What follows belongs to an exercise in optimizing a design on an open flow for small area and a short achievable clock period; a production flow would make more cautious choices. Function was checked by simulation only, so behaviour that the tests miss may differ from the original. Power and IR drop assume default switching activity.

## config.mk

```make
export PLATFORM = sky130hd
export DESIGN_NAME = cpu
export DESIGN_NICKNAME = cpu
export VERILOG_FILES = /design/flow/design.v
export SDC_FILE = /design/flow/constraint.sdc
export NUM_CORES = 4
export LEC_CHECK = 0
export CAP_MARGIN = 20
export CORE_MARGIN = 2
export CORE_UTILIZATION = 30
export SETUP_SLACK_MARGIN = 0.5
export SLEW_MARGIN = 20
```

## constraint.sdc

```tcl
create_clock -name core_clock -period 12.0 [get_ports {clk}]
set_input_delay 2.4000 -clock core_clock [delete_from_list [all_inputs] [get_ports {clk}]]
set_output_delay 2.4000 -clock core_clock [all_outputs]
set_load 0.01 [all_outputs]
```

## design.v

```verilog
`timescale 1ns / 1ps
module mux32(control, a, b, out);
    input                   control;
    input   [31:0]           a;
    input   [31:0]           b;
    output  reg [31:0]    out;
    always @(*) begin
        case(control)
            0:out = a;
            1:out = b;
        endcase
    end
endmodule
`timescale 1ns / 1ps
module mux6(control, a, b, out);
    input                   control;
    input   [4:0]           a;
    input   [4:0]           b;
    output  reg [4:0]    out;
    always @(*) begin
        case(control)
            0:out = a;
            1:out = b;
        endcase
    end
endmodule
`timescale 1ns / 1ps
module mux4input(pcsrc, in0, imm, in2, in3, out);
    input [1:0] pcsrc;
    input [31:0] in0;
    input [31:0] in2;
    input [31:0] in3;
    input [31:0] imm;
    output reg [31:0] out;
    reg [31:0] temp;
    always @(*) begin
        temp = in0 + imm;
        case (pcsrc)
            0: out = in0;
            1: out = {14'b0, temp[17:0]};
            2: out = in2;
            3: out = in3;
        endcase
    end
endmodule
`timescale 1ns / 1ps
module selection(shift, a, b, out);
    input                   shift;
    input   [31:0]          a;
    input   [4:0]           b;
    output  reg [31:0]    out;
    always @(*) begin
        case(shift)
            0:out = a;
            1:out = b;
        endcase
    end
endmodule
`timescale 1ns / 1ps
module sign(imm, sext, out);
    input   [15:0]  imm;
    input           sext;
    output reg [31:0]   out;
    always @(*) begin
        if (sext) begin
            if (imm[15])
                out = {16'hffff, imm[15:0]};
            else 
                out = {16'h0000, imm[15:0]};
        end
        else 
            out = {16'h0000, imm[15:0]};
    end
endmodule
`timescale 1ns / 1ps
module instruction(ins, op, func, rs, rt, rd, sa, imm, addr);
    input   [31:0]  ins;
    output  [5:0]   op;
    output  [5:0]   func;
    output  [4:0]   rs;
    output  [4:0]   rt;
    output  [4:0]   rd;
    output  [4:0]   sa;
    output  [15:0]  imm;
    output  [25:0]  addr;
    assign op = {ins[31:26]};
    assign rs = {ins[25:21]};
    assign rt = {ins[20:16]};
    assign rd = {ins[15:11]};
    assign sa = {ins[10:6]};
    assign func = {ins[5:0]};
    assign imm = {ins[15:0]};
    assign addr = {ins[25:0]};
endmodule
`timescale 1ns / 1ps
module control(zero, op, func, m2reg, pcsrc, wmem, aluc, shift, aluimm, wreg, regrt, sext, jal);
     input          zero;
     input  [5:0]   op;
     input  [5:0]   func;
     output reg         m2reg;
     output reg [1:0]   pcsrc;
     output reg         wmem;
     output reg [3:0]   aluc;
     output reg         shift;
     output reg         aluimm;
     output reg         wreg;
     output reg         regrt;
     output reg         sext;
     output reg         jal;
     always @(zero, op, func) begin
        m2reg = 0;
        pcsrc = 0;
        wmem = 0;
        aluc = 4'b0;
        shift = 0;
        aluimm = 0;
        wreg = 0;
        regrt = 0;
        sext = 0;
        jal = 0;
        if (op == 0) begin
            wreg = 1;
            regrt = 0;
            jal = 0;
            m2reg = 0;
            shift = 0;
            aluimm = 0;
            wmem = 0;
            pcsrc = 0;
            case(func)
                6'b100000:         aluc = 4'b0;  
                6'b100010:         aluc = 4'b100;    
                6'b100100:         aluc = 4'b001;    
                6'b100101:         aluc = 4'b101;    
                6'b100110:         aluc = 4'b010;    
                6'b0:              aluc = 4'b0011;   
                6'b10:             aluc = 4'b0111;   
                6'b11:             aluc = 4'b1111;   
                6'b1000:           aluc = 4'b110;    
                default:           wreg = 1'b0;      
            endcase
            if (func == 6'b001000) begin
                wreg = 1'b0;
                pcsrc = 2'b10;
            end
            case(aluc)
                4'b0011: shift = 1;
                4'b0111: shift = 1;
                4'b1111: shift = 1;
            endcase
        end
        else begin
            regrt = 1;
            jal = 0;
            m2reg = 0;
            shift = 0;
            wmem = 0;
            pcsrc = 0;
            case(op)
                6'b001000:begin
                    wreg = 1;
                    aluimm = 1;
                    sext = 1;
                    aluc = 4'b0;
                end
                6'b001100: begin
                    wreg = 1;
                    aluimm = 1;
                    sext = 0;
                    aluc = 4'b1;
                end
                6'b001101:begin
                     wreg = 1;
                     aluimm = 1;
                     sext = 0;
                     aluc = 4'b101;
                end
                6'b001110:begin
                     wreg = 1;
                     aluimm = 1;
                     sext = 0;
                     aluc = 4'b010;
                end
                6'b100011:begin
                     wreg = 1; 
                     m2reg = 1;
                     aluimm = 1;
                     sext = 1;
                     aluc = 4'b0;
                end
                6'b101011:begin
                    wreg = 0;
                    aluimm = 1;
                    sext = 1;
                    aluc = 4'b0;
                    wmem = 1;
                end
                6'b000100:begin
                    wreg = 0;
                    aluimm = 0;
                    sext = 1;
                    aluc = 4'b010;
                    if (zero)
                        pcsrc = 2'b01;                    
                end
                6'b000101:begin
                    wreg = 0;
                    aluimm = 0;
                    sext = 1;
                    aluc = 4'b010;
                    if (~zero)
                        pcsrc = 2'b01;                    
                end
                6'b001111:begin
                    wreg = 1;
                    aluimm = 1;
                    aluc = 4'b110;
                end
                6'b000010:begin
                    wreg = 0;
                    pcsrc = 2'b11;
                end
                6'b000011:begin
                    wreg = 1;
                    jal = 1;
                    pcsrc = 2'b11;
                end                
                default: wreg = 0;   
            endcase
        end
     end
endmodule
`timescale 1ns / 1ps
module alu(aluc, a, b, r, zero);
    input   [3:0]   aluc;
    input   [31:0]  a;
    input   [31:0]  b;
    output reg [31:0]  r;
    output reg         zero;
    always @(aluc, a, b) begin
        r = 32'b0;
        zero = (a == b);
        case (aluc)
            4'b0000:  r = a+b;
            4'b0100:  r = a-b;
            4'b0001:  r = a&b;
            4'b0101:  r = a|b;
            4'b0011:  r = b << a;
            4'b0111:  r = b >> a;
            4'b1111:  r = $signed(b) >>> a;
            4'b0010:  r = a^b;
            4'b0110:  r = {b[15:0],16'b0};        
        endcase
    end
endmodule
`timescale 1ns / 1ps
module regfile (rna,rnb,d,wn,we,clk,clrn,qa,qb);      
    input  [31:0] d;                                  
    input   [4:0] rna;                                
    input   [4:0] rnb;                                
    input   [4:0] wn;                                 
    input         we;                                 
    input         clk, clrn;                          
    output wire [31:0] qa, qb;                             
    reg    [31:0] register [0:31];                    
    assign qa = (rna == 0)? 0 : register[rna];        
    assign qb = (rnb == 0)? 0 : register[rnb];        
    integer i;     
    always @(posedge clk or negedge clrn)             
        if (!clrn)begin                         
            for (i = 11; i < 32; i = i + 1)                 
                 register[i]  <= 0;                    
            register[0] <= 32'h0;
            register[1] <= 32'ha00000aa;
            register[2] <= 32'h10000011;
            register[3] <= 32'h20000022;
            register[4] <= 32'h30000033;
            register[5] <= 32'h40000044;
            register[6] <= 32'h50000055;
            register[7] <= 32'h60000066;
            register[8] <= 32'h00000002;
            register[9] <= 32'h80000088;
            register[10] <= 32'h90000099;
        end
        else                    
            if ((wn != 0) && we)                      
                register[wn] <= d;                    
endmodule 
`timescale 1ns / 1ps
module program_counter(in, clk, reset, current, next, out);
    input [31:0] in;
    input       clk;
    input       reset;
    output  reg [31:0]  current;
    output  reg [31:0]  next; 
    output  reg      out;   
    reg     [31:0]  pc;
    wire    [2:0]   increment;
    assign increment = 4;
    always @(posedge clk, negedge reset) begin
        if (!reset)
            pc <= 0;
        else
            pc <= in;
    end
    always @(*) begin
        current = pc;
        next = pc + increment;
        if (pc == 32'h5c)
            out = 1;
        else
            out = 0;
    end
endmodule
`timescale 1ns / 1ps
module cpu(clk, clrn, o, imem_addr, imem_data, dmem_addr, dmem_wdata, dmem_we, dmem_rdata);
    input                    clk;
    input                    clrn;
    output                   o;
    output          [31:0]   imem_addr;
    input           [31:0]   imem_data;
    output          [31:0]   dmem_addr;
    output          [31:0]   dmem_wdata;
    output                   dmem_we;
    input           [31:0]   dmem_rdata;
    wire            [31:0]   out;
    wire            [31:0]  pc;
    wire            [31:0]  current;
    wire            [31:0]  next;
    wire             [5:0]   op;
    wire             [5:0]   func;
    wire             [4:0]   rs;
    wire             [4:0]   rt;
    wire             [4:0]   rd;
    wire            [4:0]    sa;
    wire            [15:0]  imm;
    wire            [25:0]  addr;
    wire                    zero;
    wire                    m2reg;
    wire             [1:0]  pcsrc;
    wire                    wmem;    
    wire             [3:0]   aluc;
    wire                    shift;
    wire                    aluimm;
    wire                     wreg;
    wire                    regrt;
    wire                    sext;
    wire                    jal;
    wire            [4:0]   wnn;
    wire            [4:0]   wn;
    wire            [31:0]  d;
    wire            [31:0]   qa;
    wire            [31:0]   qb;
    wire            [31:0]   a;
    wire            [31:0]  imm_ext;
    wire            [31:0]   b;
    wire            [31:0]  r;
    wire            [31:0]  dataout;
    program_counter m_counter(pc, clk, clrn, current, next, o);
    assign imem_addr = current;
    instruction m_instruction(imem_data, op, func, rs, rt, rd, sa, imm, addr);
    control m_control(zero, op, func, m2reg, pcsrc, wmem, aluc, shift, aluimm, wreg, regrt, sext, jal);
    mux6 mux_wn(regrt, rd, rt, wnn);
    mux6 mux_j(jal, wnn, 5'b11111, wn);
    mux32 mux_d(jal, out, next, d);
    regfile m_regfile(rs,rt,d,wn,wreg,clk,clrn,qa,qb);
    selection select(shift, qa, sa, a);
    sign m_sign(imm, sext, imm_ext);
    mux32 mux_b(aluimm, qb, imm_ext, b);
    alu Alu(aluc, a, b, r, zero);
    assign dmem_addr  = r;
    assign dmem_wdata = qb;
    assign dmem_we    = wmem;
    assign dataout    = dmem_rdata;
    mux32 mux_datamem(m2reg, r, dataout, out);
    mux4input mux_4input(pcsrc, next, {14'b0, imm_ext[15:0], 2'b0}, qa, {4'b0, addr[25:0], 2'b0}, pc);
endmodule
```

## run.sh

```bash
#!/bin/bash
# synth_recipe.tcl (not shown) runs the flow's synth.tcl, then flattens the netlist and writes it again
# the make line also repeats each setting of config.mk as NAME=value (left out here)
make -C /OpenROAD-flow-scripts/flow DESIGN_CONFIG=/design/flow/config.mk WORK_HOME=/design/flow/orfs CLKGATE_MAP_FILE= SYNTH_SCRIPT=/design/flow/synth_recipe.tcl finish
```

==> impl.org <==
** Global route
- Combined global-route utilization of all metal layers :: 42.8%
- Number of global-route vias before repair :: ~70000
- The first global-routing pass estimated approximately 660000 um of wire.
- Entering global routing, the biggest net connects approximately 170 pins.
- The initial antenna violation count came to just over 80.
- Global routing finished with a remaining overflow of 0.

** Timing
- Post-layout minimum cycle time :: about 12 ns
- Final cycle utilization of the critical path :: between 90% and 100%
- Unrepaired setup endpoints after global routing :: true
- Worst hold margin :: 0.497 ns
- Final number of max-transition violations :: 0
- Across the routed clock network, the largest skew measured is about 0.09 ns.
- Worst rel slew slack :: 9.85%
- Total negative slack for setup checks :: 0 ns
- Worst Tran Pin Value :: 1.32 ns
- Endpoints failing setup :: 0
- Final number of hold-violating endpoints :: 0
- Worst setup slack after layout :: ~0.40 ns
- Maximum achievable frequency :: ~86 MHz

** CTS
- Clock tree from TritonCTS :: yes
- The clock reaches the later pin of the worst-skew pair after 0.85 ns.
- For this design, the CTS-stage hold fixing added 0 buffers.
- Root buffer cell :: sky130_fd_sc_hd__clkbuf_16
- Clock buffer count from CTS :: roughly 120
- The clock tree synthesis step divided the H-tree into 3 levels.
- Sinks on Clock Net :: just over 1000
- Maximum root-to-sink buffer count :: 3
- Reg clk slew, reported paths :: around 0.070 ns

** Detailed routing
- Number of routed nets with antenna violations :: 0
- Final WL :: around 500000 um
- In the final routed layout, each cell accounts on average for between 40 and 50 um.
- Total vias in the final route :: 77076
- For this block, the initial DRC count from the detailed router was 14248.
- Drt pass-1 iters :: 9
- In the routed design, unresolved DRC markers number 0.
- Dividing the detail-routed via count by the number of cells gives ~6.8.

** Critical path
- STA classifies the critical path startpoint as a primary input.
- Along the worst path, the maximum fanout reaches 20.
- The critical path is of the in2out type.
- STA classifies the critical path endpoint as a primary output.
- The worst register-to-register path has a depth of 27.
- The setup check on the worst reg-to-reg path leaves a slack of between 4 and 5 ns.
- Required time reported for the critical path endpoint :: around 9.6 ns
- Signal arrival time at the worst endpoint :: between 9 and 10 ns
- Crit Reg-Reg Endpoint :: m_regfile.register[21][24]
- Crit Reg-Reg Startpoint :: m_regfile.register[11][10]

** Hold path
- Counting instances, the worst hold path has a depth of 2.
- The worst hold path terminates at m_regfile.register[11][9].
- Type of the tightest min-delay check :: reg2reg
- In this run the most critical hold path is launched from m_regfile.register[11][9].

** Floorplanning
- Height of the chip :: 475 um
- # rows :: 173
- Std-Cell Core Area :: 221000 um^2
- Starting Density :: 30.1%
- Overall die area :: ~230000 um^2
- Width of the die :: 475 um
- I/O pin count :: 164

** Power
- Pwr Total :: 11.4 mW
- Power Dens Cells :: approximately 140 nW/um^2
- Leakage power :: 36.3 nW
- Largest voltage drop on the vdd net :: roughly 110 uV

** Synth
- The number of nets in the synthesized netlist is roughly 8000.
- Flip-flop cell with the highest count after synthesis :: sky130_fd_sc_hd__dfrtp_1
- Average instance area after synthesis :: 8.64 um^2
- Seq cells post-synth :: 1024
- During synthesis, Yosys emitted a total of 10 warnings.
- Register area share after synthesis :: 38.5%
- Summing every instance area after synthesis gives approximately 67000 um^2.
- In the synthesized netlist the async set-or-reset flop fraction comes to between 90% and 100%.
- Synthesis produced a netlist whose cell count is 7710.
- Yosys mapped the design onto 120 distinct sky130hd cell types.
- The synthesized design contains 0 enable-type register cells.

** Placed design
- Placed Cells :: 10964
- Weighted congestion at the end of routability-driven global placement :: around 1.1
- Port buffering added 163 buffers.
- Placed wire-length estimate :: 359000 um
- Pre-CTS setup slack :: -0.127 ns

** Layout
- For this run, the post-layout net count is between 8000 and 9000.
- Fraction of layout cells with a size suffix above 1 :: a little over a fifth
- Relative to the synthesized area, the layout overhead comes to 22.2%.
- Fin cells :: 11288

** Status
- The run finished with no timing, DRC or antenna violations.

** Run
- Number of max-capacitance violations reported :: 0
==> cell usage after synthesis, types with 42 or more instances <==
library cell | instances | share of area [%]
sky130_fd_sc_hd__inv_1 | 119 | 0.67
sky130_fd_sc_hd__a21oi_1 | 308 | 2.3
sky130_fd_sc_hd__a2111oi_0 | 142 | 1.9
sky130_fd_sc_hd__mux2_2 | 331 | 5.6
sky130_fd_sc_hd__dfrtp_1 | 981 | 37
sky130_fd_sc_hd__nor4_1 | 49 | 0.46
sky130_fd_sc_hd__ha_1 | 112 | 2.1
sky130_fd_sc_hd__mux2i_1 | 146 | 2.2
sky130_fd_sc_hd__a21o_1 | 57 | 0.64
sky130_fd_sc_hd__o22ai_1 | 42 | 0.39
sky130_fd_sc_hd__a22oi_1 | 382 | 4.3
sky130_fd_sc_hd__and3_1 | 525 | 4.9
sky130_fd_sc_hd__a211oi_1 | 51 | 0.57
sky130_fd_sc_hd__nand3_1 | 263 | 2.0
sky130_fd_sc_hd__o211ai_1 | 45 | 0.51
sky130_fd_sc_hd__buf_2 | 120 | 0.90
sky130_fd_sc_hd__a221oi_1 | 64 | 0.84
sky130_fd_sc_hd__nand4_1 | 151 | 1.4
sky130_fd_sc_hd__dfstp_2 | 43 | 1.7
sky130_fd_sc_hd__clkbuf_1 | 513 | 2.9
sky130_fd_sc_hd__o31ai_1 | 124 | 1.4
sky130_fd_sc_hd__nand2_1 | 1011 | 5.7
sky130_fd_sc_hd__o21ai_0 | 679 | 5.1
sky130_fd_sc_hd__a31oi_1 | 83 | 0.78
sky130_fd_sc_hd__nor2_1 | 401 | 2.3
sky130_fd_sc_hd__nor3_1 | 90 | 0.68
==> where the power goes <==
group | leakage, nW | switching (mW) | total (mW) | internal, mW
Combinational | 20.3 | 2.20 | 3.24 | 1.05
Clock | 2.03 | 1.72 | 4.00 | 2.27
Sequential | 13.9 | 0.418 | 4.15 | 3.73
==> critical path, stage by stage <==
cell and delay [ns]:
sky130_fd_sc_hd__buf_4 0.21, sky130_fd_sc_hd__buf_4 0.21, sky130_fd_sc_hd__or3b_2 0.61, sky130_fd_sc_hd__nor2_4 0.37
sky130_fd_sc_hd__buf_4 0.24, sky130_fd_sc_hd__buf_4 0.30, sky130_fd_sc_hd__buf_4 0.20, sky130_fd_sc_hd__a22oi_1 0.10
sky130_fd_sc_hd__nand4_1 0.14, sky130_fd_sc_hd__o31ai_1 0.14, sky130_fd_sc_hd__buf_4 0.23, sky130_fd_sc_hd__a21oi_1 0.77
sky130_fd_sc_hd__clkinv_1 0.41, sky130_fd_sc_hd__mux2_2 0.37, sky130_fd_sc_hd__mux2i_1 0.61, sky130_fd_sc_hd__a22oi_2 0.24
sky130_fd_sc_hd__o22ai_1 0.53, sky130_fd_sc_hd__nor4_2 0.14, sky130_fd_sc_hd__buf_4 0.17, sky130_fd_sc_hd__o211ai_1 0.15
sky130_fd_sc_hd__clkdlybuf4s50_1 0.61
==> area by class of cell <==
type                       instances  area [um^2]
timing repair buffer            1052         8940
sequential                      1024        25700
inverter                         131          502
antenna                           52          130
clock buffer                     153         3260
clock inverter                    67          896
tap                             2975         3720
multi-input combinational       5834        38300
fill                           22511       140000
==> layout by cell type, fill, tap and decap left out, types with 259 or more instances in the layout <==
cell type	instances
sky130_fd_sc_hd__a21oi_1	308
sky130_fd_sc_hd__a22oi_1	382
sky130_fd_sc_hd__and3_1	523
sky130_fd_sc_hd__buf_4	839
sky130_fd_sc_hd__dfrtp_1	981
sky130_fd_sc_hd__mux2_2	331
sky130_fd_sc_hd__nand2_1	980
sky130_fd_sc_hd__nand3_1	259
sky130_fd_sc_hd__nor2_1	352
sky130_fd_sc_hd__o21ai_0	665
==> sequential cells by signal, indices dropped and copies added (netlist names) <==
signal	flops
m_regfile.register	992
m_counter.pc	32
==> cell families (layout without fill, tap and decap cells) <==
group	count (synthesis)	count (layout)	synth area share, %
AOI/OAI and AO/OA	2371	2371	23.9
and+or+nand+nor	2800	2802	20.9
other	0	52	0
DFF	1024	1024	38.5
xor gates and xnor gates	62	62	0.815
muxes	484	484	8.00
buffers and inverters	854	1403	5.62
adders and majority gates	115	115	2.19
==> metal layers <==
| metal | track usage, % | routed length [um] |
|---|---|---|
| met4 | 29.7 | 43500 |
| met5 | 0 | 368 |
| met1 | 54.7 | 190000 |
| met3 | 17.4 | 71100 |
| met2 | 58.0 | 194000 |
==> timing repair <==
action | 4_1_cts | 5_1_grt
gates resized for setup | 17 | 66
gates cloned | 1 | 1
pin swaps | 8 | 14
setup buffers | 14 | 32
setup endpoints to repair | 28 | 27
==> worst max-delay path by stage <==
stage | slack, ns | startpoint | depth (start not counted) | end
4_1_cts | 0.52 | imem_data[25] | 24 | dmem_addr[24]
2_1_floorplan | 1.84 | imem_data[25] | 28 | dmem_addr[20]
3_5_place_dp | -0.13 | imem_data[25] | 20 | dmem_addr[23]
6_report | 0.40 | imem_data[16] | 21 | dmem_addr[26]
3_3_place_gp | -0.33 | imem_data[25] | 21 | dmem_addr[26]
5_1_grt | 0.47 | imem_data[16] | 26 | dmem_addr[24]
==> stage by stage <==
step | utilization [%] | area (um^2)
global route | 36.7 | 81300
finish | 36.8 | 81400
detailed placement | 34.5 | 76300
floorplan | - | 66600
global placement | 34.4 | 76200
CTS | 36.4 | 80700

==> re-timing with driven ports <==
The results above use ideal ports. As a check the final layout listed here was re-extracted and re-timed, cells and wires unchanged.
Step 1: set_driving_cell puts a clkbuf_16 on clk and a buf_2 on each other input, an assumption about the parent block.
Step 2 times the ports against the registers' clock, not the clock port: input delays grow and output delays shrink by t, the midpoint of the rising clock arrivals with the driver on.
a / b / c = ideal ports / drivers / drivers and shift; a / b = the first two.
t (ns): 0.894
slack for setup (ns): 0.399 / 0.345 / 0.345
latest minus earliest clock arrival (ns): 0.088 / 0.089
After both steps this run still meets setup and hold. The setup slack of this run moves by -0.054 ns with the drivers and by -0.054 ns with both steps.
